Source: an optimization exercise on an open RTL-to-GDS flow (aim: small area). Production flows keep margins and buffers that such runs may drop. Only simulation tests tie the RTL to the original design; equivalence was not proved. Power and IR drop assume default switching activity.

// PIPE_Top
module PIPE_Top(clk,rst,InstOut,DMReadData,PCOut,DMAddress,DMWriteData,MemRead,MemWrite);
	input clk,rst;
	input [31:0]InstOut,DMReadData;
	output MemRead,MemWrite;
	output [31:0]DMWriteData,DMAddress,PCOut;
	reg [31:0] pc;
	wire [31:0] pc4 = pc + 32'd4;
	reg [31:0] id_pc4;
	reg [30:0] id_inst_lo;
	reg id_inst_hi;            
	wire [31:0] id_inst = {id_inst_hi, id_inst_lo};
	wire [5:0] op = id_inst[31:26];
	wire [5:0] fn = id_inst[5:0];
	wire [4:0] id_rs = id_inst[25:21];
	wire [4:0] id_rt = id_inst[20:16];
	wire op_r = op == 6'd0, op_addi = op == 6'd1, op_slti = op == 6'd2, op_lw = op == 6'd3, op_sw = op == 6'd4,
	     op_beq = op == 6'd5, op_j = op == 6'd6, op_jr = op == 6'd7, op_jal = op == 6'd8;
	wire d_regwrite = op_r | op_addi | op_slti | op_lw | op_jal;
	wire d_jmp = op_j | op_jr | op_jal;
	wire d_alusrc = op_addi | op_slti | op_lw | op_sw;
	reg [1:0] d_sel; reg d_sub;
	always @(*) begin
		if (op_addi | op_lw | op_sw) begin d_sel = 2'd2; d_sub = 1'b0; end
		else if (op_beq) begin d_sel = 2'd2; d_sub = 1'b1; end
		else if (op_slti) begin d_sel = 2'd3; d_sub = 1'b1; end
		else case (fn)
			6'd1: begin d_sel = 2'd2; d_sub = 1'b0; end
			6'd2: begin d_sel = 2'd2; d_sub = 1'b1; end
			6'd8: begin d_sel = 2'd1; d_sub = 1'b0; end
			6'd16: begin d_sel = 2'd3; d_sub = 1'b1; end
			default: begin d_sel = 2'd0; d_sub = 1'b0; end
		endcase
	end
	reg ex_regwrite, ex_memread, ex_memwrite, ex_branch, ex_jmp;    
	reg ex_jr, ex_jal, ex_alusrc, ex_regdst, ex_sub;
	reg [1:0] ex_sel;
	reg [31:0] ex_pc4, ex_a, ex_b;
	reg [25:0] ex_inst;
	wire [4:0] ex_rs = ex_inst[25:21];
	wire [4:0] ex_rt = ex_inst[20:16];
	wire [4:0] ex_rd = ex_inst[15:11];
	wire stall = ex_memread & ((ex_rt == id_rs) | (ex_rt == id_rt));
	reg ph_p, ph_n;
	wire first_half = ph_p ^ ph_n;
	reg [4:0] ra_p, ra_n;
	wire [4:0] raddr = ra_p ^ ra_n;
	wire [4:0] rt_next = stall ? id_rt : InstOut[20:16];
	wire [31:0] rdata;
	reg [31:0] rt_n;
	reg mem_regwrite; reg [4:0] mem_rd; wire [31:0] wbval;
  ...
For scale: about 3,700 cells after synthesis, about 160 I/O pins.
export LEC_CHECK = 0
export CAP_MARGIN = 20
export CORE_MARGIN = 2
export CORE_UTILIZATION = 50
export PLACE_DENSITY = 0.65
export SETUP_SLACK_MARGIN = 0.2
export SLEW_MARGIN = 20
create_clock -name core_clock -period 8.5 [get_ports {clk}]
standard.sh (not shown) runs the stock make flow with config.mk's settings and CLKGATE_MAP_FILE= SYNTH_SCRIPT=/design/flow/synth_recipe.tcl, a recipe that flattens the netlist after the stock synthesis.
==> flow/flow/run.sh <==
#!/bin/bash
# The standard layout (standard.sh), with these changes:
#  - after the floorplan, OpenROAD's restructure maps the combinational logic
#    again for area (ABC, with the platform library less its don't-use cells),
#    and repair_timing fixes setup; registers are not touched
#  - clock tree synthesis inserts no dummy loads and uses larger sink clusters
#  - the port buffers are the smallest buffer cell
# Each tool's output goes to a log file of its own in this folder.
set -euo pipefail
export CTS_ARGS="-sink_clustering_enable -repair_clock_nets -dont_use_dummy_load -buf_list sky130_fd_sc_hd__clkbuf_8 -sink_clustering_size 16 -sink_clustering_max_diameter 60"
export BUFFER_PORTS_ARGS="-buffer_cell sky130_fd_sc_hd__buf_1"
bash standard.sh floorplan > standard_floorplan.log 2>&1
RMP_DONT_USE=$(sed -n '/DONT_USE_CELLS/,/^$/p' "$FLOW_HOME/platforms/$FLOW_PLATFORM/config.mk" | grep -o 'sky130_fd_sc_hd__[a-z0-9_]*' | tr '\n' ' ')
export RMP_DONT_USE
python3 flow/filter_lib.py "$FLOW_HOME/platforms/$FLOW_PLATFORM/lib/sky130_fd_sc_hd__tt_025C_1v80.lib" abc_cells.lib $RMP_DONT_USE > filter_lib.log 2>&1
mkdir -p rmp_work
openroad -no_init -exit flow/restructure.tcl > restructure.log 2>&1
bash standard.sh > standard.log 2>&1
Other scripts of this flow, unchanged in this note and not shown: flow/flow/filter_lib.py, flow/flow/restructure.tcl
Edit:
--- a/flow/flow/run.sh
+++ b/flow/flow/run.sh
@@ -10 +10 @@
-export CTS_ARGS="-sink_clustering_enable -repair_clock_nets -dont_use_dummy_load -buf_list sky130_fd_sc_hd__clkbuf_8 -sink_clustering_size 16 -sink_clustering_max_diameter 60"
+export CTS_ARGS="-sink_clustering_enable -repair_clock_nets -dont_use_dummy_load -buf_list sky130_fd_sc_hd__clkbuf_16 -sink_clustering_size 28 -sink_clustering_max_diameter 70"
Wire length came out lower slightly.
Clock skew fell by 0.026 ns.
Sequential share of layout area is lower by 0.19 points.
Sequential power stays flat.
Cell area barely changes.
Synthesized cell count stays the same.
Power is higher slightly.
Via count is lower slightly.
Non-clock buffer count is unchanged.
Global-route usage stays flat.
